What follows belongs to an exercise in optimizing a design on an open flow for small area and a short achievable clock period; a production flow would make more cautious choices.
Function not checked in this run: the RTL went through the layout flow alone.
Power figures rest on the tool's default switching activity, not on a simulated workload.

<file path="flow/run.sh">
#!/bin/bash
# Standard ORFS layout, with smaller port buffers and free cell resizing.
set -euo pipefail
bash standard.sh MATCH_CELL_FOOTPRINT=0 ABC_LOAD_IN_FF=1 "BUFFER_PORTS_ARGS=-buffer_cell sky130_fd_sc_hd__buf_1" finish > make_finish.log 2>&1
</file>
<file path="standard.sh">
#!/bin/bash
# synth_recipe.tcl (not shown) runs the flow's synth.tcl, then flattens the netlist and writes it again
# the make line also repeats each setting of config.mk as NAME=value (left out here)
make -C /OpenROAD-flow-scripts/flow DESIGN_CONFIG=/design/flow/config.mk WORK_HOME=/design/flow/orfs CLKGATE_MAP_FILE= SYNTH_SCRIPT=/design/flow/synth_recipe.tcl "${@:-finish}"
</file>
<file path="config.mk">
export PLATFORM = sky130hd
export DESIGN_NAME = ArithmaticUnit
export DESIGN_NICKNAME = ArithmaticUnit
export VERILOG_FILES = /design/flow/design.v
export SDC_FILE = /design/flow/constraint.sdc
export NUM_CORES = 4
export LEC_CHECK = 0
export CAP_MARGIN = 20
export CORE_MARGIN = 2
export CORE_UTILIZATION = 60
export SETUP_SLACK_MARGIN = 2.0
export SLEW_MARGIN = 20
export SYNTH_HIERARCHICAL = 1
export SYNTH_MINIMUM_KEEP_SIZE = 0
</file>
<file path="constraint.sdc">
create_clock -name core_clock -period 8.0 [get_ports {clock_i}]
set_input_delay 1.6000 -clock core_clock [delete_from_list [all_inputs] [get_ports {clock_i}]]
set_output_delay 1.6000 -clock core_clock [all_outputs]
set_load 0.01 [all_outputs]
</file>
<file path="design.v">
`timescale 1ns / 1ps
`default_nettype none
module ArithmaticUnit(
		input wire clock_i, isWb_i, enable_i,
		input wire [4:0] wbAddress_i,
		input wire [6:0] opCode_i,
		input wire [15:0] pOperand_i, sOperand_i,
		output reg wbEnable_o,
		output reg [4:0] wbAddress_o,
		output reg [15:0] wbData_o,
		output reg [1:0] statusWriteback_o  
    );
	wire [15:0] P = pOperand_i;
	wire [15:0] S = sOperand_i;
	wire mul = opCode_i[1] & opCode_i[0];
	wire sub = opCode_i[1] & ~opCode_i[0];
	wire as  = opCode_i[1] ^ opCode_i[0];
	wire [7:0] one, two, neg;
	assign one[0] = (mul & P[0]) | as;
	assign two[0] = mul & P[1] & ~P[0];
	assign neg[0] = (mul & P[1]) | sub;
	genvar k;
	generate for (k = 1; k < 8; k = k + 1) begin : enc
		assign one[k] = mul & (P[2*k] ^ P[2*k-1]);
		assign two[k] = mul & ((P[2*k+1] & ~P[2*k] & ~P[2*k-1]) | (~P[2*k+1] & P[2*k] & P[2*k-1]));
		assign neg[k] = mul & P[2*k+1];
	end endgenerate
	wire pp0_0_n; pa_nand2 u_pp0_0_n (.a(one[0]), .b(S[0]), .y(pp0_0_n));
	wire pp0_0; pa_xnor2 u_pp0_0 (.a(pp0_0_n), .b(neg[0]), .y(pp0_0));
	wire pp0_1_n; pa_aoi22 u_pp0_1_n (.a(one[0]), .b(S[1]), .c(two[0]), .d(S[0]), .y(pp0_1_n));
	wire pp0_1; pa_xnor2 u_pp0_1 (.a(pp0_1_n), .b(neg[0]), .y(pp0_1));
	wire pp0_2_n; pa_aoi22 u_pp0_2_n (.a(one[0]), .b(S[2]), .c(two[0]), .d(S[1]), .y(pp0_2_n));
	wire pp0_2; pa_xnor2 u_pp0_2 (.a(pp0_2_n), .b(neg[0]), .y(pp0_2));
	wire pp0_3_n; pa_aoi22 u_pp0_3_n (.a(one[0]), .b(S[3]), .c(two[0]), .d(S[2]), .y(pp0_3_n));
	wire pp0_3; pa_xnor2 u_pp0_3 (.a(pp0_3_n), .b(neg[0]), .y(pp0_3));
	wire pp0_4_n; pa_aoi22 u_pp0_4_n (.a(one[0]), .b(S[4]), .c(two[0]), .d(S[3]), .y(pp0_4_n));
	wire pp0_4; pa_xnor2 u_pp0_4 (.a(pp0_4_n), .b(neg[0]), .y(pp0_4));
	wire pp0_5_n; pa_aoi22 u_pp0_5_n (.a(one[0]), .b(S[5]), .c(two[0]), .d(S[4]), .y(pp0_5_n));
	wire pp0_5; pa_xnor2 u_pp0_5 (.a(pp0_5_n), .b(neg[0]), .y(pp0_5));
	wire pp0_6_n; pa_aoi22 u_pp0_6_n (.a(one[0]), .b(S[6]), .c(two[0]), .d(S[5]), .y(pp0_6_n));
	wire pp0_6; pa_xnor2 u_pp0_6 (.a(pp0_6_n), .b(neg[0]), .y(pp0_6));
	wire pp0_7_n; pa_aoi22 u_pp0_7_n (.a(one[0]), .b(S[7]), .c(two[0]), .d(S[6]), .y(pp0_7_n));
	wire pp0_7; pa_xnor2 u_pp0_7 (.a(pp0_7_n), .b(neg[0]), .y(pp0_7));
	wire pp0_8_n; pa_aoi22 u_pp0_8_n (.a(one[0]), .b(S[8]), .c(two[0]), .d(S[7]), .y(pp0_8_n));
	wire pp0_8; pa_xnor2 u_pp0_8 (.a(pp0_8_n), .b(neg[0]), .y(pp0_8));
	wire pp0_9_n; pa_aoi22 u_pp0_9_n (.a(one[0]), .b(S[9]), .c(two[0]), .d(S[8]), .y(pp0_9_n));
	wire pp0_9; pa_xnor2 u_pp0_9 (.a(pp0_9_n), .b(neg[0]), .y(pp0_9));
	wire pp0_10_n; pa_aoi22 u_pp0_10_n (.a(one[0]), .b(S[10]), .c(two[0]), .d(S[9]), .y(pp0_10_n));
	wire pp0_10; pa_xnor2 u_pp0_10 (.a(pp0_10_n), .b(neg[0]), .y(pp0_10));
	wire pp0_11_n; pa_aoi22 u_pp0_11_n (.a(one[0]), .b(S[11]), .c(two[0]), .d(S[10]), .y(pp0_11_n));
	wire pp0_11; pa_xnor2 u_pp0_11 (.a(pp0_11_n), .b(neg[0]), .y(pp0_11));
	wire pp0_12_n; pa_aoi22 u_pp0_12_n (.a(one[0]), .b(S[12]), .c(two[0]), .d(S[11]), .y(pp0_12_n));
	wire pp0_12; pa_xnor2 u_pp0_12 (.a(pp0_12_n), .b(neg[0]), .y(pp0_12));
	wire pp0_13_n; pa_aoi22 u_pp0_13_n (.a(one[0]), .b(S[13]), .c(two[0]), .d(S[12]), .y(pp0_13_n));
	wire pp0_13; pa_xnor2 u_pp0_13 (.a(pp0_13_n), .b(neg[0]), .y(pp0_13));
	wire pp0_14_n; pa_aoi22 u_pp0_14_n (.a(one[0]), .b(S[14]), .c(two[0]), .d(S[13]), .y(pp0_14_n));
	wire pp0_14; pa_xnor2 u_pp0_14 (.a(pp0_14_n), .b(neg[0]), .y(pp0_14));
	wire pp0_15_n; pa_aoi22 u_pp0_15_n (.a(one[0]), .b(S[15]), .c(two[0]), .d(S[14]), .y(pp0_15_n));
	wire pp0_15; pa_xnor2 u_pp0_15 (.a(pp0_15_n), .b(neg[0]), .y(pp0_15));
	wire ng0 = neg[0];
	wire pp1_2_n; pa_aoi22 u_pp1_2_n (.a(one[1]), .b(S[0]), .c(as), .d(P[2]), .y(pp1_2_n));
	wire pp1_2; pa_xnor2 u_pp1_2 (.a(pp1_2_n), .b(neg[1]), .y(pp1_2));
	wire pp1_3_n; pa_aoi222 u_pp1_3_n (.a(one[1]), .b(S[1]), .c(two[1]), .d(S[0]), .e(as), .f(P[3]), .y(pp1_3_n));
	wire pp1_3; pa_xnor2 u_pp1_3 (.a(pp1_3_n), .b(neg[1]), .y(pp1_3));
	wire pp1_4_n; pa_aoi222 u_pp1_4_n (.a(one[1]), .b(S[2]), .c(two[1]), .d(S[1]), .e(as), .f(P[4]), .y(pp1_4_n));
	wire pp1_4; pa_xnor2 u_pp1_4 (.a(pp1_4_n), .b(neg[1]), .y(pp1_4));
	wire pp1_5_n; pa_aoi222 u_pp1_5_n (.a(one[1]), .b(S[3]), .c(two[1]), .d(S[2]), .e(as), .f(P[5]), .y(pp1_5_n));
	wire pp1_5; pa_xnor2 u_pp1_5 (.a(pp1_5_n), .b(neg[1]), .y(pp1_5));
	wire pp1_6_n; pa_aoi222 u_pp1_6_n (.a(one[1]), .b(S[4]), .c(two[1]), .d(S[3]), .e(as), .f(P[6]), .y(pp1_6_n));
	wire pp1_6; pa_xnor2 u_pp1_6 (.a(pp1_6_n), .b(neg[1]), .y(pp1_6));
	wire pp1_7_n; pa_aoi222 u_pp1_7_n (.a(one[1]), .b(S[5]), .c(two[1]), .d(S[4]), .e(as), .f(P[7]), .y(pp1_7_n));
	wire pp1_7; pa_xnor2 u_pp1_7 (.a(pp1_7_n), .b(neg[1]), .y(pp1_7));
	wire pp1_8_n; pa_aoi222 u_pp1_8_n (.a(one[1]), .b(S[6]), .c(two[1]), .d(S[5]), .e(as), .f(P[8]), .y(pp1_8_n));
	wire pp1_8; pa_xnor2 u_pp1_8 (.a(pp1_8_n), .b(neg[1]), .y(pp1_8));
	wire pp1_9_n; pa_aoi222 u_pp1_9_n (.a(one[1]), .b(S[7]), .c(two[1]), .d(S[6]), .e(as), .f(P[9]), .y(pp1_9_n));
	wire pp1_9; pa_xnor2 u_pp1_9 (.a(pp1_9_n), .b(neg[1]), .y(pp1_9));
	wire pp1_10_n; pa_aoi222 u_pp1_10_n (.a(one[1]), .b(S[8]), .c(two[1]), .d(S[7]), .e(as), .f(P[10]), .y(pp1_10_n));
	wire pp1_10; pa_xnor2 u_pp1_10 (.a(pp1_10_n), .b(neg[1]), .y(pp1_10));
	wire pp1_11_n; pa_aoi222 u_pp1_11_n (.a(one[1]), .b(S[9]), .c(two[1]), .d(S[8]), .e(as), .f(P[11]), .y(pp1_11_n));
	wire pp1_11; pa_xnor2 u_pp1_11 (.a(pp1_11_n), .b(neg[1]), .y(pp1_11));
	wire pp1_12_n; pa_aoi222 u_pp1_12_n (.a(one[1]), .b(S[10]), .c(two[1]), .d(S[9]), .e(as), .f(P[12]), .y(pp1_12_n));
	wire pp1_12; pa_xnor2 u_pp1_12 (.a(pp1_12_n), .b(neg[1]), .y(pp1_12));
	wire pp1_13_n; pa_aoi222 u_pp1_13_n (.a(one[1]), .b(S[11]), .c(two[1]), .d(S[10]), .e(as), .f(P[13]), .y(pp1_13_n));
	wire pp1_13; pa_xnor2 u_pp1_13 (.a(pp1_13_n), .b(neg[1]), .y(pp1_13));
	wire pp1_14_n; pa_aoi222 u_pp1_14_n (.a(one[1]), .b(S[12]), .c(two[1]), .d(S[11]), .e(as), .f(P[14]), .y(pp1_14_n));
	wire pp1_14; pa_xnor2 u_pp1_14 (.a(pp1_14_n), .b(neg[1]), .y(pp1_14));
	wire pp1_15_n; pa_aoi222 u_pp1_15_n (.a(one[1]), .b(S[13]), .c(two[1]), .d(S[12]), .e(as), .f(P[15]), .y(pp1_15_n));
	wire pp1_15; pa_xnor2 u_pp1_15 (.a(pp1_15_n), .b(neg[1]), .y(pp1_15));
	wire ng1 = neg[1];
	wire pp2_4_n; pa_nand2 u_pp2_4_n (.a(one[2]), .b(S[0]), .y(pp2_4_n));
	wire pp2_4; pa_xnor2 u_pp2_4 (.a(pp2_4_n), .b(neg[2]), .y(pp2_4));
	wire pp2_5_n; pa_aoi22 u_pp2_5_n (.a(one[2]), .b(S[1]), .c(two[2]), .d(S[0]), .y(pp2_5_n));
	wire pp2_5; pa_xnor2 u_pp2_5 (.a(pp2_5_n), .b(neg[2]), .y(pp2_5));
	wire pp2_6_n; pa_aoi22 u_pp2_6_n (.a(one[2]), .b(S[2]), .c(two[2]), .d(S[1]), .y(pp2_6_n));
	wire pp2_6; pa_xnor2 u_pp2_6 (.a(pp2_6_n), .b(neg[2]), .y(pp2_6));
	wire pp2_7_n; pa_aoi22 u_pp2_7_n (.a(one[2]), .b(S[3]), .c(two[2]), .d(S[2]), .y(pp2_7_n));
	wire pp2_7; pa_xnor2 u_pp2_7 (.a(pp2_7_n), .b(neg[2]), .y(pp2_7));
	wire pp2_8_n; pa_aoi22 u_pp2_8_n (.a(one[2]), .b(S[4]), .c(two[2]), .d(S[3]), .y(pp2_8_n));
	wire pp2_8; pa_xnor2 u_pp2_8 (.a(pp2_8_n), .b(neg[2]), .y(pp2_8));
	wire pp2_9_n; pa_aoi22 u_pp2_9_n (.a(one[2]), .b(S[5]), .c(two[2]), .d(S[4]), .y(pp2_9_n));
	wire pp2_9; pa_xnor2 u_pp2_9 (.a(pp2_9_n), .b(neg[2]), .y(pp2_9));
	wire pp2_10_n; pa_aoi22 u_pp2_10_n (.a(one[2]), .b(S[6]), .c(two[2]), .d(S[5]), .y(pp2_10_n));
	wire pp2_10; pa_xnor2 u_pp2_10 (.a(pp2_10_n), .b(neg[2]), .y(pp2_10));
	wire pp2_11_n; pa_aoi22 u_pp2_11_n (.a(one[2]), .b(S[7]), .c(two[2]), .d(S[6]), .y(pp2_11_n));
	wire pp2_11; pa_xnor2 u_pp2_11 (.a(pp2_11_n), .b(neg[2]), .y(pp2_11));
	wire pp2_12_n; pa_aoi22 u_pp2_12_n (.a(one[2]), .b(S[8]), .c(two[2]), .d(S[7]), .y(pp2_12_n));
	wire pp2_12; pa_xnor2 u_pp2_12 (.a(pp2_12_n), .b(neg[2]), .y(pp2_12));
	wire pp2_13_n; pa_aoi22 u_pp2_13_n (.a(one[2]), .b(S[9]), .c(two[2]), .d(S[8]), .y(pp2_13_n));
	wire pp2_13; pa_xnor2 u_pp2_13 (.a(pp2_13_n), .b(neg[2]), .y(pp2_13));
	wire pp2_14_n; pa_aoi22 u_pp2_14_n (.a(one[2]), .b(S[10]), .c(two[2]), .d(S[9]), .y(pp2_14_n));
	wire pp2_14; pa_xnor2 u_pp2_14 (.a(pp2_14_n), .b(neg[2]), .y(pp2_14));
	wire pp2_15_n; pa_aoi22 u_pp2_15_n (.a(one[2]), .b(S[11]), .c(two[2]), .d(S[10]), .y(pp2_15_n));
	wire pp2_15; pa_xnor2 u_pp2_15 (.a(pp2_15_n), .b(neg[2]), .y(pp2_15));
	wire ng2 = neg[2];
	wire pp3_6_n; pa_nand2 u_pp3_6_n (.a(one[3]), .b(S[0]), .y(pp3_6_n));
	wire pp3_6; pa_xnor2 u_pp3_6 (.a(pp3_6_n), .b(neg[3]), .y(pp3_6));
	wire pp3_7_n; pa_aoi22 u_pp3_7_n (.a(one[3]), .b(S[1]), .c(two[3]), .d(S[0]), .y(pp3_7_n));
	wire pp3_7; pa_xnor2 u_pp3_7 (.a(pp3_7_n), .b(neg[3]), .y(pp3_7));
	wire pp3_8_n; pa_aoi22 u_pp3_8_n (.a(one[3]), .b(S[2]), .c(two[3]), .d(S[1]), .y(pp3_8_n));
	wire pp3_8; pa_xnor2 u_pp3_8 (.a(pp3_8_n), .b(neg[3]), .y(pp3_8));
	wire pp3_9_n; pa_aoi22 u_pp3_9_n (.a(one[3]), .b(S[3]), .c(two[3]), .d(S[2]), .y(pp3_9_n));
	wire pp3_9; pa_xnor2 u_pp3_9 (.a(pp3_9_n), .b(neg[3]), .y(pp3_9));
	wire pp3_10_n; pa_aoi22 u_pp3_10_n (.a(one[3]), .b(S[4]), .c(two[3]), .d(S[3]), .y(pp3_10_n));
	wire pp3_10; pa_xnor2 u_pp3_10 (.a(pp3_10_n), .b(neg[3]), .y(pp3_10));
	wire pp3_11_n; pa_aoi22 u_pp3_11_n (.a(one[3]), .b(S[5]), .c(two[3]), .d(S[4]), .y(pp3_11_n));
	wire pp3_11; pa_xnor2 u_pp3_11 (.a(pp3_11_n), .b(neg[3]), .y(pp3_11));
	wire pp3_12_n; pa_aoi22 u_pp3_12_n (.a(one[3]), .b(S[6]), .c(two[3]), .d(S[5]), .y(pp3_12_n));
	wire pp3_12; pa_xnor2 u_pp3_12 (.a(pp3_12_n), .b(neg[3]), .y(pp3_12));
	wire pp3_13_n; pa_aoi22 u_pp3_13_n (.a(one[3]), .b(S[7]), .c(two[3]), .d(S[6]), .y(pp3_13_n));
	wire pp3_13; pa_xnor2 u_pp3_13 (.a(pp3_13_n), .b(neg[3]), .y(pp3_13));
	wire pp3_14_n; pa_aoi22 u_pp3_14_n (.a(one[3]), .b(S[8]), .c(two[3]), .d(S[7]), .y(pp3_14_n));
	wire pp3_14; pa_xnor2 u_pp3_14 (.a(pp3_14_n), .b(neg[3]), .y(pp3_14));
	wire pp3_15_n; pa_aoi22 u_pp3_15_n (.a(one[3]), .b(S[9]), .c(two[3]), .d(S[8]), .y(pp3_15_n));
	wire pp3_15; pa_xnor2 u_pp3_15 (.a(pp3_15_n), .b(neg[3]), .y(pp3_15));
	wire ng3 = neg[3];
	wire pp4_8_n; pa_nand2 u_pp4_8_n (.a(one[4]), .b(S[0]), .y(pp4_8_n));
	wire pp4_8; pa_xnor2 u_pp4_8 (.a(pp4_8_n), .b(neg[4]), .y(pp4_8));
	wire pp4_9_n; pa_aoi22 u_pp4_9_n (.a(one[4]), .b(S[1]), .c(two[4]), .d(S[0]), .y(pp4_9_n));
	wire pp4_9; pa_xnor2 u_pp4_9 (.a(pp4_9_n), .b(neg[4]), .y(pp4_9));
	wire pp4_10_n; pa_aoi22 u_pp4_10_n (.a(one[4]), .b(S[2]), .c(two[4]), .d(S[1]), .y(pp4_10_n));
	wire pp4_10; pa_xnor2 u_pp4_10 (.a(pp4_10_n), .b(neg[4]), .y(pp4_10));
	wire pp4_11_n; pa_aoi22 u_pp4_11_n (.a(one[4]), .b(S[3]), .c(two[4]), .d(S[2]), .y(pp4_11_n));
	wire pp4_11; pa_xnor2 u_pp4_11 (.a(pp4_11_n), .b(neg[4]), .y(pp4_11));
	wire pp4_12_n; pa_aoi22 u_pp4_12_n (.a(one[4]), .b(S[4]), .c(two[4]), .d(S[3]), .y(pp4_12_n));
	wire pp4_12; pa_xnor2 u_pp4_12 (.a(pp4_12_n), .b(neg[4]), .y(pp4_12));
	wire pp4_13_n; pa_aoi22 u_pp4_13_n (.a(one[4]), .b(S[5]), .c(two[4]), .d(S[4]), .y(pp4_13_n));
	wire pp4_13; pa_xnor2 u_pp4_13 (.a(pp4_13_n), .b(neg[4]), .y(pp4_13));
	wire pp4_14_n; pa_aoi22 u_pp4_14_n (.a(one[4]), .b(S[6]), .c(two[4]), .d(S[5]), .y(pp4_14_n));
	wire pp4_14; pa_xnor2 u_pp4_14 (.a(pp4_14_n), .b(neg[4]), .y(pp4_14));
	wire pp4_15_n; pa_aoi22 u_pp4_15_n (.a(one[4]), .b(S[7]), .c(two[4]), .d(S[6]), .y(pp4_15_n));
	wire pp4_15; pa_xnor2 u_pp4_15 (.a(pp4_15_n), .b(neg[4]), .y(pp4_15));
	wire ng4 = neg[4];
	wire pp5_10_n; pa_nand2 u_pp5_10_n (.a(one[5]), .b(S[0]), .y(pp5_10_n));
	wire pp5_10; pa_xnor2 u_pp5_10 (.a(pp5_10_n), .b(neg[5]), .y(pp5_10));
	wire pp5_11_n; pa_aoi22 u_pp5_11_n (.a(one[5]), .b(S[1]), .c(two[5]), .d(S[0]), .y(pp5_11_n));
	wire pp5_11; pa_xnor2 u_pp5_11 (.a(pp5_11_n), .b(neg[5]), .y(pp5_11));
	wire pp5_12_n; pa_aoi22 u_pp5_12_n (.a(one[5]), .b(S[2]), .c(two[5]), .d(S[1]), .y(pp5_12_n));
	wire pp5_12; pa_xnor2 u_pp5_12 (.a(pp5_12_n), .b(neg[5]), .y(pp5_12));
	wire pp5_13_n; pa_aoi22 u_pp5_13_n (.a(one[5]), .b(S[3]), .c(two[5]), .d(S[2]), .y(pp5_13_n));
	wire pp5_13; pa_xnor2 u_pp5_13 (.a(pp5_13_n), .b(neg[5]), .y(pp5_13));
	wire pp5_14_n; pa_aoi22 u_pp5_14_n (.a(one[5]), .b(S[4]), .c(two[5]), .d(S[3]), .y(pp5_14_n));
	wire pp5_14; pa_xnor2 u_pp5_14 (.a(pp5_14_n), .b(neg[5]), .y(pp5_14));
	wire pp5_15_n; pa_aoi22 u_pp5_15_n (.a(one[5]), .b(S[5]), .c(two[5]), .d(S[4]), .y(pp5_15_n));
	wire pp5_15; pa_xnor2 u_pp5_15 (.a(pp5_15_n), .b(neg[5]), .y(pp5_15));
	wire ng5 = neg[5];
	wire pp6_12_n; pa_nand2 u_pp6_12_n (.a(one[6]), .b(S[0]), .y(pp6_12_n));
	wire pp6_12; pa_xnor2 u_pp6_12 (.a(pp6_12_n), .b(neg[6]), .y(pp6_12));
	wire pp6_13_n; pa_aoi22 u_pp6_13_n (.a(one[6]), .b(S[1]), .c(two[6]), .d(S[0]), .y(pp6_13_n));
	wire pp6_13; pa_xnor2 u_pp6_13 (.a(pp6_13_n), .b(neg[6]), .y(pp6_13));
	wire pp6_14_n; pa_aoi22 u_pp6_14_n (.a(one[6]), .b(S[2]), .c(two[6]), .d(S[1]), .y(pp6_14_n));
	wire pp6_14; pa_xnor2 u_pp6_14 (.a(pp6_14_n), .b(neg[6]), .y(pp6_14));
	wire pp6_15_n; pa_aoi22 u_pp6_15_n (.a(one[6]), .b(S[3]), .c(two[6]), .d(S[2]), .y(pp6_15_n));
	wire pp6_15; pa_xnor2 u_pp6_15 (.a(pp6_15_n), .b(neg[6]), .y(pp6_15));
	wire ng6 = neg[6];
	wire pp7_14_n; pa_nand2 u_pp7_14_n (.a(one[7]), .b(S[0]), .y(pp7_14_n));
	wire pp7_14; pa_xnor2 u_pp7_14 (.a(pp7_14_n), .b(neg[7]), .y(pp7_14));
	wire pp7_15_n; pa_aoi22 u_pp7_15_n (.a(one[7]), .b(S[1]), .c(two[7]), .d(S[0]), .y(pp7_15_n));
	wire pp7_15; pa_xnor2 u_pp7_15 (.a(pp7_15_n), .b(neg[7]), .y(pp7_15));
	wire ng7 = neg[7];
	wire xp0 = as & P[0];
	wire xp1 = as & P[1];
	wire hs0, hc0; pa_xor2 u_hs0 (.a(ng5), .b(pp0_10), .y(hs0)); pa_and2 u_hc0 (.a(ng5), .b(pp0_10), .y(hc0));
	wire hs1, hc1; pa_xor2 u_hs1 (.a(pp0_11), .b(pp1_11), .y(hs1)); pa_and2 u_hc1 (.a(pp0_11), .b(pp1_11), .y(hc1));
	wire hs2, hc2; pa_xor2 u_hs2 (.a(ng6), .b(pp0_12), .y(hs2)); pa_and2 u_hc2 (.a(ng6), .b(pp0_12), .y(hc2));
	wire fs0_x, fs0, fc0; pa_xor2 u_fs0_x (.a(pp1_12), .b(pp2_12), .y(fs0_x)); pa_xor2 u_fs0 (.a(fs0_x), .b(pp3_12), .y(fs0)); pa_maj3 u_fc0 (.a(pp1_12), .b(pp2_12), .c(pp3_12), .y(fc0));
	wire hs3, hc3; pa_xor2 u_hs3 (.a(pp0_13), .b(pp1_13), .y(hs3)); pa_and2 u_hc3 (.a(pp0_13), .b(pp1_13), .y(hc3));
	wire fs1_x, fs1, fc1; pa_xor2 u_fs1_x (.a(pp2_13), .b(pp3_13), .y(fs1_x)); pa_xor2 u_fs1 (.a(fs1_x), .b(pp4_13), .y(fs1)); pa_maj3 u_fc1 (.a(pp2_13), .b(pp3_13), .c(pp4_13), .y(fc1));
	wire hs4, hc4; pa_xor2 u_hs4 (.a(ng7), .b(pp0_14), .y(hs4)); pa_and2 u_hc4 (.a(ng7), .b(pp0_14), .y(hc4));
	wire fs2_x, fs2, fc2; pa_xor2 u_fs2_x (.a(pp1_14), .b(pp2_14), .y(fs2_x)); pa_xor2 u_fs2 (.a(fs2_x), .b(pp6_14), .y(fs2)); pa_maj3 u_fc2 (.a(pp1_14), .b(pp2_14), .c(pp6_14), .y(fc2));
	wire fs3_x, fs3, fc3; pa_xor2 u_fs3_x (.a(pp3_14), .b(pp4_14), .y(fs3_x)); pa_xor2 u_fs3 (.a(fs3_x), .b(pp5_14), .y(fs3)); pa_maj3 u_fc3 (.a(pp3_14), .b(pp4_14), .c(pp5_14), .y(fc3));
	wire hs5, hc5; pa_xor2 u_hs5 (.a(pp0_15), .b(pp1_15), .y(hs5)); pa_and2 u_hc5 (.a(pp0_15), .b(pp1_15), .y(hc5));
	wire fs4_x, fs4, fc4; pa_xor2 u_fs4_x (.a(pp2_15), .b(pp3_15), .y(fs4_x)); pa_xor2 u_fs4 (.a(fs4_x), .b(pp7_15), .y(fs4)); pa_maj3 u_fc4 (.a(pp2_15), .b(pp3_15), .c(pp7_15), .y(fc4));
	wire fs5_x, fs5, fc5; pa_xor2 u_fs5_x (.a(pp4_15), .b(pp5_15), .y(fs5_x)); pa_xor2 u_fs5 (.a(fs5_x), .b(pp6_15), .y(fs5)); pa_maj3 u_fc5 (.a(pp4_15), .b(pp5_15), .c(pp6_15), .y(fc5));
	wire hs6, hc6; pa_xor2 u_hs6 (.a(ng3), .b(pp0_6), .y(hs6)); pa_and2 u_hc6 (.a(ng3), .b(pp0_6), .y(hc6));
	wire hs7, hc7; pa_xor2 u_hs7 (.a(pp0_7), .b(pp1_7), .y(hs7)); pa_and2 u_hc7 (.a(pp0_7), .b(pp1_7), .y(hc7));
	wire hs8, hc8; pa_xor2 u_hs8 (.a(ng4), .b(pp0_8), .y(hs8)); pa_and2 u_hc8 (.a(ng4), .b(pp0_8), .y(hc8));
	wire fs6_x, fs6, fc6; pa_xor2 u_fs6_x (.a(pp1_8), .b(pp2_8), .y(fs6_x)); pa_xor2 u_fs6 (.a(fs6_x), .b(pp3_8), .y(fs6)); pa_maj3 u_fc6 (.a(pp1_8), .b(pp2_8), .c(pp3_8), .y(fc6));
	wire hs9, hc9; pa_xor2 u_hs9 (.a(pp0_9), .b(pp1_9), .y(hs9)); pa_and2 u_hc9 (.a(pp0_9), .b(pp1_9), .y(hc9));
	wire fs7_x, fs7, fc7; pa_xor2 u_fs7_x (.a(pp2_9), .b(pp3_9), .y(fs7_x)); pa_xor2 u_fs7 (.a(fs7_x), .b(pp4_9), .y(fs7)); pa_maj3 u_fc7 (.a(pp2_9), .b(pp3_9), .c(pp4_9), .y(fc7));
	wire fs8_x, fs8, fc8; pa_xor2 u_fs8_x (.a(pp1_10), .b(pp2_10), .y(fs8_x)); pa_xor2 u_fs8 (.a(fs8_x), .b(hs0), .y(fs8)); pa_maj3 u_fc8 (.a(pp1_10), .b(pp2_10), .c(hs0), .y(fc8));
	wire fs9_x, fs9, fc9; pa_xor2 u_fs9_x (.a(pp3_10), .b(pp4_10), .y(fs9_x)); pa_xor2 u_fs9 (.a(fs9_x), .b(pp5_10), .y(fs9)); pa_maj3 u_fc9 (.a(pp3_10), .b(pp4_10), .c(pp5_10), .y(fc9));
	wire fs10_x, fs10, fc10; pa_xor2 u_fs10_x (.a(pp2_11), .b(pp3_11), .y(fs10_x)); pa_xor2 u_fs10 (.a(fs10_x), .b(hs1), .y(fs10)); pa_maj3 u_fc10 (.a(pp2_11), .b(pp3_11), .c(hs1), .y(fc10));
	wire fs11_x, fs11, fc11; pa_xor2 u_fs11_x (.a(pp4_11), .b(pp5_11), .y(fs11_x)); pa_xor2 u_fs11 (.a(fs11_x), .b(hc0), .y(fs11)); pa_maj3 u_fc11 (.a(pp4_11), .b(pp5_11), .c(hc0), .y(fc11));
	wire fs12_x, fs12, fc12; pa_xor2 u_fs12_x (.a(pp4_12), .b(pp5_12), .y(fs12_x)); pa_xor2 u_fs12 (.a(fs12_x), .b(fs0), .y(fs12)); pa_maj3 u_fc12 (.a(pp4_12), .b(pp5_12), .c(fs0), .y(fc12));
	wire fs13_x, fs13, fc13; pa_xor2 u_fs13_x (.a(pp6_12), .b(hc1), .y(fs13_x)); pa_xor2 u_fs13 (.a(fs13_x), .b(hs2), .y(fs13)); pa_maj3 u_fc13 (.a(pp6_12), .b(hc1), .c(hs2), .y(fc13));
	wire fs14_x, fs14, fc14; pa_xor2 u_fs14_x (.a(pp5_13), .b(pp6_13), .y(fs14_x)); pa_xor2 u_fs14 (.a(fs14_x), .b(fs1), .y(fs14)); pa_maj3 u_fc14 (.a(pp5_13), .b(pp6_13), .c(fs1), .y(fc14));
	wire fs15_x, fs15, fc15; pa_xor2 u_fs15_x (.a(hc2), .b(hs3), .y(fs15_x)); pa_xor2 u_fs15 (.a(fs15_x), .b(fc0), .y(fs15)); pa_maj3 u_fc15 (.a(hc2), .b(hs3), .c(fc0), .y(fc15));
	wire fs16_x, fs16, fc16; pa_xor2 u_fs16_x (.a(pp7_14), .b(hc3), .y(fs16_x)); pa_xor2 u_fs16 (.a(fs16_x), .b(fs3), .y(fs16)); pa_maj3 u_fc16 (.a(pp7_14), .b(hc3), .c(fs3), .y(fc16));
	wire fs17_x, fs17, fc17; pa_xor2 u_fs17_x (.a(hs4), .b(fc1), .y(fs17_x)); pa_xor2 u_fs17 (.a(fs17_x), .b(fs2), .y(fs17)); pa_maj3 u_fc17 (.a(hs4), .b(fc1), .c(fs2), .y(fc17));
	wire fs18_x, fs18, fc18; pa_xor2 u_fs18_x (.a(hc4), .b(hs5), .y(fs18_x)); pa_xor2 u_fs18 (.a(fs18_x), .b(fs5), .y(fs18)); pa_maj3 u_fc18 (.a(hc4), .b(hs5), .c(fs5), .y(fc18));
	wire fs19_x, fs19, fc19; pa_xor2 u_fs19_x (.a(fc2), .b(fc3), .y(fs19_x)); pa_xor2 u_fs19 (.a(fs19_x), .b(fs4), .y(fs19)); pa_maj3 u_fc19 (.a(fc2), .b(fc3), .c(fs4), .y(fc19));
	wire hs10, hc10; pa_xor2 u_hs10 (.a(ng2), .b(pp0_4), .y(hs10)); pa_and2 u_hc10 (.a(ng2), .b(pp0_4), .y(hc10));
	wire hs11, hc11; pa_xor2 u_hs11 (.a(pp0_5), .b(pp1_5), .y(hs11)); pa_and2 u_hc11 (.a(pp0_5), .b(pp1_5), .y(hc11));
	wire fs20_x, fs20, fc20; pa_xor2 u_fs20_x (.a(pp1_6), .b(pp2_6), .y(fs20_x)); pa_xor2 u_fs20 (.a(fs20_x), .b(pp3_6), .y(fs20)); pa_maj3 u_fc20 (.a(pp1_6), .b(pp2_6), .c(pp3_6), .y(fc20));
	wire fs21_x, fs21, fc21; pa_xor2 u_fs21_x (.a(pp2_7), .b(pp3_7), .y(fs21_x)); pa_xor2 u_fs21 (.a(fs21_x), .b(hc6), .y(fs21)); pa_maj3 u_fc21 (.a(pp2_7), .b(pp3_7), .c(hc6), .y(fc21));
	wire fs22_x, fs22, fc22; pa_xor2 u_fs22_x (.a(pp4_8), .b(hc7), .y(fs22_x)); pa_xor2 u_fs22 (.a(fs22_x), .b(hs8), .y(fs22)); pa_maj3 u_fc22 (.a(pp4_8), .b(hc7), .c(hs8), .y(fc22));
	wire fs23_x, fs23, fc23; pa_xor2 u_fs23_x (.a(hc8), .b(hs9), .y(fs23_x)); pa_xor2 u_fs23 (.a(fs23_x), .b(fc6), .y(fs23)); pa_maj3 u_fc23 (.a(hc8), .b(hs9), .c(fc6), .y(fc23));
	wire fs24_x, fs24, fc24; pa_xor2 u_fs24_x (.a(hc9), .b(fc7), .y(fs24_x)); pa_xor2 u_fs24 (.a(fs24_x), .b(fs9), .y(fs24)); pa_maj3 u_fc24 (.a(hc9), .b(fc7), .c(fs9), .y(fc24));
	wire fs25_x, fs25, fc25; pa_xor2 u_fs25_x (.a(fc9), .b(fs11), .y(fs25_x)); pa_xor2 u_fs25 (.a(fs25_x), .b(fs10), .y(fs25)); pa_maj3 u_fc25 (.a(fc9), .b(fs11), .c(fs10), .y(fc25));
	wire fs26_x, fs26, fc26; pa_xor2 u_fs26_x (.a(fc11), .b(fc10), .y(fs26_x)); pa_xor2 u_fs26 (.a(fs26_x), .b(fs13), .y(fs26)); pa_maj3 u_fc26 (.a(fc11), .b(fc10), .c(fs13), .y(fc26));
	wire fs27_x, fs27, fc27; pa_xor2 u_fs27_x (.a(fc13), .b(fs14), .y(fs27_x)); pa_xor2 u_fs27 (.a(fs27_x), .b(fs15), .y(fs27)); pa_maj3 u_fc27 (.a(fc13), .b(fs14), .c(fs15), .y(fc27));
	wire fs28_x, fs28, fc28; pa_xor2 u_fs28_x (.a(fs16), .b(fc15), .y(fs28_x)); pa_xor2 u_fs28 (.a(fs28_x), .b(fc14), .y(fs28)); pa_maj3 u_fc28 (.a(fs16), .b(fc15), .c(fc14), .y(fc28));
	wire fs29_x, fs29, fc29; pa_xor2 u_fs29_x (.a(fs18), .b(fc16), .y(fs29_x)); pa_xor2 u_fs29 (.a(fs29_x), .b(fc17), .y(fs29)); pa_maj3 u_fc29 (.a(fs18), .b(fc16), .c(fc17), .y(fc29));
	wire hs12, hc12; pa_xor2 u_hs12 (.a(xp0), .b(ng0), .y(hs12)); pa_and2 u_hc12 (.a(xp0), .b(ng0), .y(hc12));
	wire hs13, hc13; pa_xor2 u_hs13 (.a(xp1), .b(pp0_1), .y(hs13)); pa_and2 u_hc13 (.a(xp1), .b(pp0_1), .y(hc13));
	wire fs30_x, fs30, fc30; pa_xor2 u_fs30_x (.a(ng1), .b(pp0_2), .y(fs30_x)); pa_xor2 u_fs30 (.a(fs30_x), .b(pp1_2), .y(fs30)); pa_maj3 u_fc30 (.a(ng1), .b(pp0_2), .c(pp1_2), .y(fc30));
	wire hs14, hc14; pa_xor2 u_hs14 (.a(pp0_3), .b(pp1_3), .y(hs14)); pa_and2 u_hc14 (.a(pp0_3), .b(pp1_3), .y(hc14));
	wire fs31_x, fs31, fc31; pa_xor2 u_fs31_x (.a(pp1_4), .b(pp2_4), .y(fs31_x)); pa_xor2 u_fs31 (.a(fs31_x), .b(hs10), .y(fs31)); pa_maj3 u_fc31 (.a(pp1_4), .b(pp2_4), .c(hs10), .y(fc31));
	wire fs32_x, fs32, fc32; pa_xor2 u_fs32_x (.a(pp2_5), .b(hc10), .y(fs32_x)); pa_xor2 u_fs32 (.a(fs32_x), .b(hs11), .y(fs32)); pa_maj3 u_fc32 (.a(pp2_5), .b(hc10), .c(hs11), .y(fc32));
	wire fs33_x, fs33, fc33; pa_xor2 u_fs33_x (.a(hc11), .b(hs6), .y(fs33_x)); pa_xor2 u_fs33 (.a(fs33_x), .b(fs20), .y(fs33)); pa_maj3 u_fc33 (.a(hc11), .b(hs6), .c(fs20), .y(fc33));
	wire fs34_x, fs34, fc34; pa_xor2 u_fs34_x (.a(hs7), .b(fc20), .y(fs34_x)); pa_xor2 u_fs34 (.a(fs34_x), .b(fs21), .y(fs34)); pa_maj3 u_fc34 (.a(hs7), .b(fc20), .c(fs21), .y(fc34));
	wire fs35_x, fs35, fc35; pa_xor2 u_fs35_x (.a(fs6), .b(fc21), .y(fs35_x)); pa_xor2 u_fs35 (.a(fs35_x), .b(fs22), .y(fs35)); pa_maj3 u_fc35 (.a(fs6), .b(fc21), .c(fs22), .y(fc35));
	wire fs36_x, fs36, fc36; pa_xor2 u_fs36_x (.a(fs7), .b(fc22), .y(fs36_x)); pa_xor2 u_fs36 (.a(fs36_x), .b(fs23), .y(fs36)); pa_maj3 u_fc36 (.a(fs7), .b(fc22), .c(fs23), .y(fc36));
	wire fs37_x, fs37, fc37; pa_xor2 u_fs37_x (.a(fs8), .b(fc23), .y(fs37_x)); pa_xor2 u_fs37 (.a(fs37_x), .b(fs24), .y(fs37)); pa_maj3 u_fc37 (.a(fs8), .b(fc23), .c(fs24), .y(fc37));
	wire fs38_x, fs38, fc38; pa_xor2 u_fs38_x (.a(fc8), .b(fc24), .y(fs38_x)); pa_xor2 u_fs38 (.a(fs38_x), .b(fs25), .y(fs38)); pa_maj3 u_fc38 (.a(fc8), .b(fc24), .c(fs25), .y(fc38));
	wire fs39_x, fs39, fc39; pa_xor2 u_fs39_x (.a(fs12), .b(fc25), .y(fs39_x)); pa_xor2 u_fs39 (.a(fs39_x), .b(fs26), .y(fs39)); pa_maj3 u_fc39 (.a(fs12), .b(fc25), .c(fs26), .y(fc39));
	wire fs40_x, fs40, fc40; pa_xor2 u_fs40_x (.a(fc12), .b(fc26), .y(fs40_x)); pa_xor2 u_fs40 (.a(fs40_x), .b(fs27), .y(fs40)); pa_maj3 u_fc40 (.a(fc12), .b(fc26), .c(fs27), .y(fc40));
	wire fs41_x, fs41, fc41; pa_xor2 u_fs41_x (.a(fs17), .b(fc27), .y(fs41_x)); pa_xor2 u_fs41 (.a(fs41_x), .b(fs28), .y(fs41)); pa_maj3 u_fc41 (.a(fs17), .b(fc27), .c(fs28), .y(fc41));
	wire fs42_x, fs42, fc42; pa_xor2 u_fs42_x (.a(fs19), .b(fc28), .y(fs42_x)); pa_xor2 u_fs42 (.a(fs42_x), .b(fs29), .y(fs42)); pa_maj3 u_fc42 (.a(fs19), .b(fc28), .c(fs29), .y(fc42));
	wire [15:0] ra = {fc41, fc40, fc39, fc38, fc37, fc36, fc35, fc34, fc33, fc32, fc31, hc14, fc30, hc13, hc12, hs12};
	wire [15:0] rb = {fs42, fs41, fs40, fs39, fs38, fs37, fs36, fs35, fs34, fs33, fs32, fs31, hs14, fs30, hs13, pp0_0};
	wire [15:0] g0 = ra & rb;
	wire [15:0] p0 = ra ^ rb;
	wire g1_1 = g0[1] | (p0[1] & g0[0]);
	wire g1_3 = g0[3] | (p0[3] & g0[2]);
	wire p1_3 = p0[3] & p0[2];
	wire g1_5 = g0[5] | (p0[5] & g0[4]);
	wire p1_5 = p0[5] & p0[4];
	wire g1_7 = g0[7] | (p0[7] & g0[6]);
	wire p1_7 = p0[7] & p0[6];
	wire g1_9 = g0[9] | (p0[9] & g0[8]);
	wire p1_9 = p0[9] & p0[8];
	wire g1_11 = g0[11] | (p0[11] & g0[10]);
	wire p1_11 = p0[11] & p0[10];
	wire g1_13 = g0[13] | (p0[13] & g0[12]);
	wire p1_13 = p0[13] & p0[12];
	wire g1_15 = g0[15] | (p0[15] & g0[14]);
	wire p1_15 = p0[15] & p0[14];
	wire g2_2 = g0[2] | (p0[2] & g1_1);
	wire g2_3 = g1_3 | (p1_3 & g1_1);
	wire g2_6 = g0[6] | (p0[6] & g1_5);
	wire p2_6 = p0[6] & p1_5;
	wire g2_7 = g1_7 | (p1_7 & g1_5);
	wire p2_7 = p1_7 & p1_5;
	wire g2_10 = g0[10] | (p0[10] & g1_9);
	wire p2_10 = p0[10] & p1_9;
	wire g2_11 = g1_11 | (p1_11 & g1_9);
	wire p2_11 = p1_11 & p1_9;
	wire g2_14 = g0[14] | (p0[14] & g1_13);
	wire p2_14 = p0[14] & p1_13;
	wire g2_15 = g1_15 | (p1_15 & g1_13);
	wire p2_15 = p1_15 & p1_13;
	wire g3_4 = g0[4] | (p0[4] & g2_3);
	wire g3_5 = g1_5 | (p1_5 & g2_3);
	wire g3_6 = g2_6 | (p2_6 & g2_3);
	wire g3_7 = g2_7 | (p2_7 & g2_3);
	wire g3_12 = g0[12] | (p0[12] & g2_11);
	wire p3_12 = p0[12] & p2_11;
	wire g3_13 = g1_13 | (p1_13 & g2_11);
	wire p3_13 = p1_13 & p2_11;
	wire g3_14 = g2_14 | (p2_14 & g2_11);
	wire p3_14 = p2_14 & p2_11;
	wire g3_15 = g2_15 | (p2_15 & g2_11);
	wire p3_15 = p2_15 & p2_11;
	wire g4_8 = g0[8] | (p0[8] & g3_7);
	wire g4_9 = g1_9 | (p1_9 & g3_7);
	wire g4_10 = g2_10 | (p2_10 & g3_7);
	wire g4_11 = g2_11 | (p2_11 & g3_7);
	wire g4_12 = g3_12 | (p3_12 & g3_7);
	wire g4_13 = g3_13 | (p3_13 & g3_7);
	wire g4_14 = g3_14 | (p3_14 & g3_7);
	wire g4_15 = g3_15 | (p3_15 & g3_7);
	wire [16:0] sum;
	assign sum[0] = p0[0];
	assign sum[1] = p0[1] ^ g0[0];
	assign sum[2] = p0[2] ^ g1_1;
	assign sum[3] = p0[3] ^ g2_2;
	assign sum[4] = p0[4] ^ g2_3;
	assign sum[5] = p0[5] ^ g3_4;
	assign sum[6] = p0[6] ^ g3_5;
	assign sum[7] = p0[7] ^ g3_6;
	assign sum[8] = p0[8] ^ g3_7;
	assign sum[9] = p0[9] ^ g4_8;
	assign sum[10] = p0[10] ^ g4_9;
	assign sum[11] = p0[11] ^ g4_10;
	assign sum[12] = p0[12] ^ g4_11;
	assign sum[13] = p0[13] ^ g4_12;
	assign sum[14] = p0[14] ^ g4_13;
	assign sum[15] = p0[15] ^ g4_14;
	assign sum[16] = g4_15;
	wire cout = sum[16] | hc5 | fc4 | fc5 | fc18 | fc19 | fc29 | fc42;
	wire arith = ~|opCode_i[6:2];
	always @(posedge clock_i)
	begin
		if (enable_i)
		begin
			wbEnable_o <= isWb_i & |opCode_i;
			wbAddress_o <= wbAddress_i;
			if (arith) wbData_o <= sum[15:0];
			if (arith & as) statusWriteback_o <= {~opCode_i[1] & cout, opCode_i[1] & ~cout};
		end
	end
endmodule
module pa_aoi22(input wire a, b, c, d, output wire y);
	assign y = ~((a & b) | (c & d));
endmodule
module pa_aoi222(input wire a, b, c, d, e, f, output wire y);
	assign y = ~((a & b) | (c & d) | (e & f));
endmodule
module pa_nand2(input wire a, b, output wire y);
	assign y = ~(a & b);
endmodule
module pa_xnor2(input wire a, b, output wire y);
	assign y = ~(a ^ b);
endmodule
module pa_xor2(input wire a, b, output wire y);
	assign y = a ^ b;
endmodule
module pa_and2(input wire a, b, output wire y);
	assign y = a & b;
endmodule
module pa_maj3(input wire a, b, c, output wire y);
	assign y = (a & b) | (a & c) | (b & c);
endmodule
module pa_fa(input wire a, b, c, output wire s, co);
	assign s = a ^ b ^ c;
	assign co = (a & b) | (a & c) | (b & c);
endmodule
module pa_ha(input wire a, b, output wire s, co);
	assign s = a ^ b;
	assign co = a & b;
endmodule
</file>
==> run notes <==
==> power groups by stage <==
stage	sequential (W)	clock (W)	combinational [W]
after global placement	0.000198	0	0.000952
final	0.000195	0.000112	0.000994
after CTS	0.000195	0.000114	0.000987
after global routing	0.000195	0.000118	0.00110
after floorplan	0.000201	0	0.000795
after detailed placement	0.000198	0	0.000979
==> placed cells by master (no fill, tap or decap), types with 3 or more instances in the layout <==
cell	netlist	layout
xnor2_1	79	79
a21oi_1	8	8
a222oi_1	13	13
ha_1	18	16
and2_1	0	7
nor2_1	12	11
a22oi_1	52	52
maj3_2	43	43
and2_0	39	28
fa_1	4	4
edfxtp_1	24	24
and2_2	1	5
buf_1	0	69
o21ai_0	9	9
a21o_1	5	4
clkbuf_8	0	3
and3_1	3	3
xor2_1	111	111
nand2_1	29	29
inv_1	8	8
==> per-stage QoR <==
step           utilization, %  cells
3_5_place_dp             67.2    654
3_3_place_gp             67.2    654
6_report                 68.8    658
4_1_cts                  68.4    658
5_1_grt                  68.8    658
2_1_floorplan               -    485
==> worst max-delay path by stage <==
| stage | slack [ns] | end | from |
|---|---|---|---|
| floorplan | 2.35 | wbData_o[14] | opCode_i[0] |
| global placement | 1.33 | wbData_o[14] | opCode_i[1] |
| detailed placement | 1.17 | wbData_o[14] | opCode_i[1] |
| CTS | 2.00 | wbData_o[14] | opCode_i[1] |
| global route | 2.03 | wbData_o[14] | opCode_i[1] |
| finish | 2.25 | wbData_o[14] | opCode_i[0] |
==> logic make-up (layout without fill, tap and decap cells) <==
| family | after synthesis | count (layout) | synth area share (%) |
|---|---|---|---|
| AND/OR/NAND/NOR | 96 | 96 | 11.3 |
| XOR/XNOR | 190 | 190 | 37.2 |
| flip-flops | 24 | 24 | 16.1 |
| AO/OA/AOI/OAI | 100 | 100 | 17.0 |
| buffers and inverters | 10 | 84 | 0.838 |
| adder cells (fa/ha/maj) | 65 | 65 | 17.6 |
==> what timing repair did <==
item | CTS | global route
endpoints found under the setup margin | 7 | 7
cloned | 0 | 0
hold buffers | 0 | 0
pin swaps | 0 | 0
buffers inserted | 0 | 0
gates resized for setup | 11 | 12
==> final cells by class <==
cell class	instances	area [um2]	share of cell area, %
multi-input combinational	451	3760	75.4
sequential	24	721	14.5
timing repair buffer	72	279	5.59
tap	99	124	2.48
clock buffer	3	41.3	0.828
clock inverter	1	30.0	0.602
inverter	8	30.0	0.602
==> per-module statistics from Yosys, one instance, submodules excluded <==
| module | times used | cells inside | flops+latches | cell area [um2] |
|---|---|---|---|---|
| ArithmaticUnit | 1 | 182 | 24 | 1840 |
| pa_and2 | 15 | 1 | 0 | 6.26 |
| pa_aoi22 | 52 | 1 | 0 | 7.51 |
| pa_aoi222 | 13 | 1 | 0 | 10.0 |
| pa_maj3 | 43 | 1 | 0 | 11.3 |
| pa_nand2 | 7 | 1 | 0 | 3.75 |
| pa_xnor2 | 72 | 1 | 0 | 8.76 |
| pa_xor2 | 101 | 1 | 0 | 8.76 |
==> routing by layer <==
metal,vias up,wire length [um]
met5,-,0
li1,1920,-
met1,1832,4980
met4,0,184
met3,14,516
met2,128,5180
==> flip-flops by register name, summed over array words and instances, names as in the netlist <==
signal / cells
statusWriteback_o: 2
wbAddress_o: 5
wbEnable_o: 1
wbData_o: 16
==> reports/metrics.yaml <==
htreeDepth: 1
dieArea_um2: 8170
antenna_found_initial: 0
synth_edf_count: 24
root_buffer: "clkbuf_8"
whs_path_depth: 1
ios: 71
max_slew_margin_pct: 46.1
grt.met2_usage_pct: 46.9
ys_seq_area_share_pct: 16.1
path_max_fanout: 18
start_util_pct: 61.8
stdcell_area_um2: 4990
synth_top_cell_area_share_pct: 21.7
rsz0062_at_grt: "false"
route.detailed.drc: 0
place_ws_ns: 1.17
grt_max_degree: 24
critPathSlowestCell: "or4_1"
netlist_instances: 485
hold_violations: 0
grt_pass1_vias: 3894
busiest_layer: "met2"
synth_nets: 554
critPathMaxStageDelay_ns: 0.42
post_dp_cell_area_um2: 4870
p_comb_share_pct: 76.4
cts.sinks: 24
seq_power_share_pct: 15.0
first_pass_iters: 7
yosysWarnings: 7
p_sw_w: 0.000594
ys_ff_latch: 24
synthTopCellsByArea: "xor2_1 (22%), edfxtp_1 (16%), xnor2_1 (15%)"
crit_cells: 17
drive_gt1_share_pct: 12.0
core_area_um2: 7250
clk_pin_slew_ns: 0.10
hp-class: "input port to register"
cpMostUsedCell: "xor2_1"
setup-tns-final_ns: 0
use_met1_pct: 35.0
area_delta_synth_final_pct: 11.3
grt_pass1_wl_um: 18200
cts_tree: "yes"
synth_cell_types: 38
p_total_w: 0.00130
wl_um: 10900
endpoint_kind: "register"
clk_path_buf_depth: 2
crit_buf_inv: 3
grt_use_total_pct: 26.8
layout_min_cycle_time_ns: 5.75
cp.arrival_ns: 5.83
holdWs_ns: 1.49
final-max-slew-violation-count: 0
outcome: "timing/DRC/antenna clean"
syn_area_um2: 4480
synth_common_cells: "xor2_1 (111), xnor2_1 (79), a22oi_1 (52)"
maxCapViolCount: 0
finalSetupViolCount: 0
numCtsBuffers: 3
grt-ovfl-total: 0
rows: 31
num_antenna_cells: 0
die_h_um: 90.4
startpoint_type: "input port"
hold_start: "wbAddress_i[3]"
pwr-share-clk_pct: 8.6
vias: 3894
port_buffers: 70
crit_chain: "buf_1, inv_1, ha_4, a21o_2, a22oi_1, xnor2_1, xor2_1, xor2_1, xor2_1, maj3_2, xor2_1, xor2_1, ha_1, inv_1, or3_1, or4_1, o311ai_0"
use_met3_pct: 2.75
routed_via_density: 5.92
ir_worst_vdd_mv: 0.116
p_int_w: 0.000707
post_drt_wl_per_cell_um: 16.5
crit_type: "input port to register"
die_w_um: 90.4
crit_family: "XOR/XNOR gates"
required_ns: 8.08
synth.most_common_cell: "xor2_1"
synthArstFlopShare_pct: 0
synthFlopType: "edfxtp_1"
fillers: 630
hold_path_end: "wbAddress_o[3]"
setup_slack_ns: 2.25
fin_nets: 629
p_sw_share_pct: 45.6
syn_area_per_cell_um2: 9.24
cellLeakagePower_nw: 1.96
drtIter0Drc: 292
synth_top_area_cell: "xor2_1"
power_density_nw_per_um2: 261
antenna_left: 0
dp_hpwl_um: 8530
post-route-period-util_pct: 71.8
clock.fmax_mhz: 174
gp_congestion: 0.870
worst_pin_slew_ns: 0.808

## re-timing with driven ports
No port has a modelled driver above. Below, the same layout with a new extraction and two added sets of constraints.
Step 1 sets driving cells, clkbuf_16 on the clock port and buf_2 on the other inputs (assumed; they add their load-dependent delay and slew).
Step 2, shift: input delay + t, output delay - t, t = (earliest + latest rising clock arrival at the registers) / 2. This alone moves slack from input paths to output paths.
Slacks: no drivers / after step 1 / after step 2; pairs: no drivers / after step 1.
t, ns: 0.301
setup slack, ns: 2.252 / 2.257 / 1.956
hold WS [ns]: 1.487 / 1.484 / 1.785
latest minus earliest clock arrival (ns): 0.007 / 0.007
After both steps setup and hold are still met in this run. For this run, drivers alone change the setup slack by +0.005 ns; drivers and shift together by -0.296 ns.
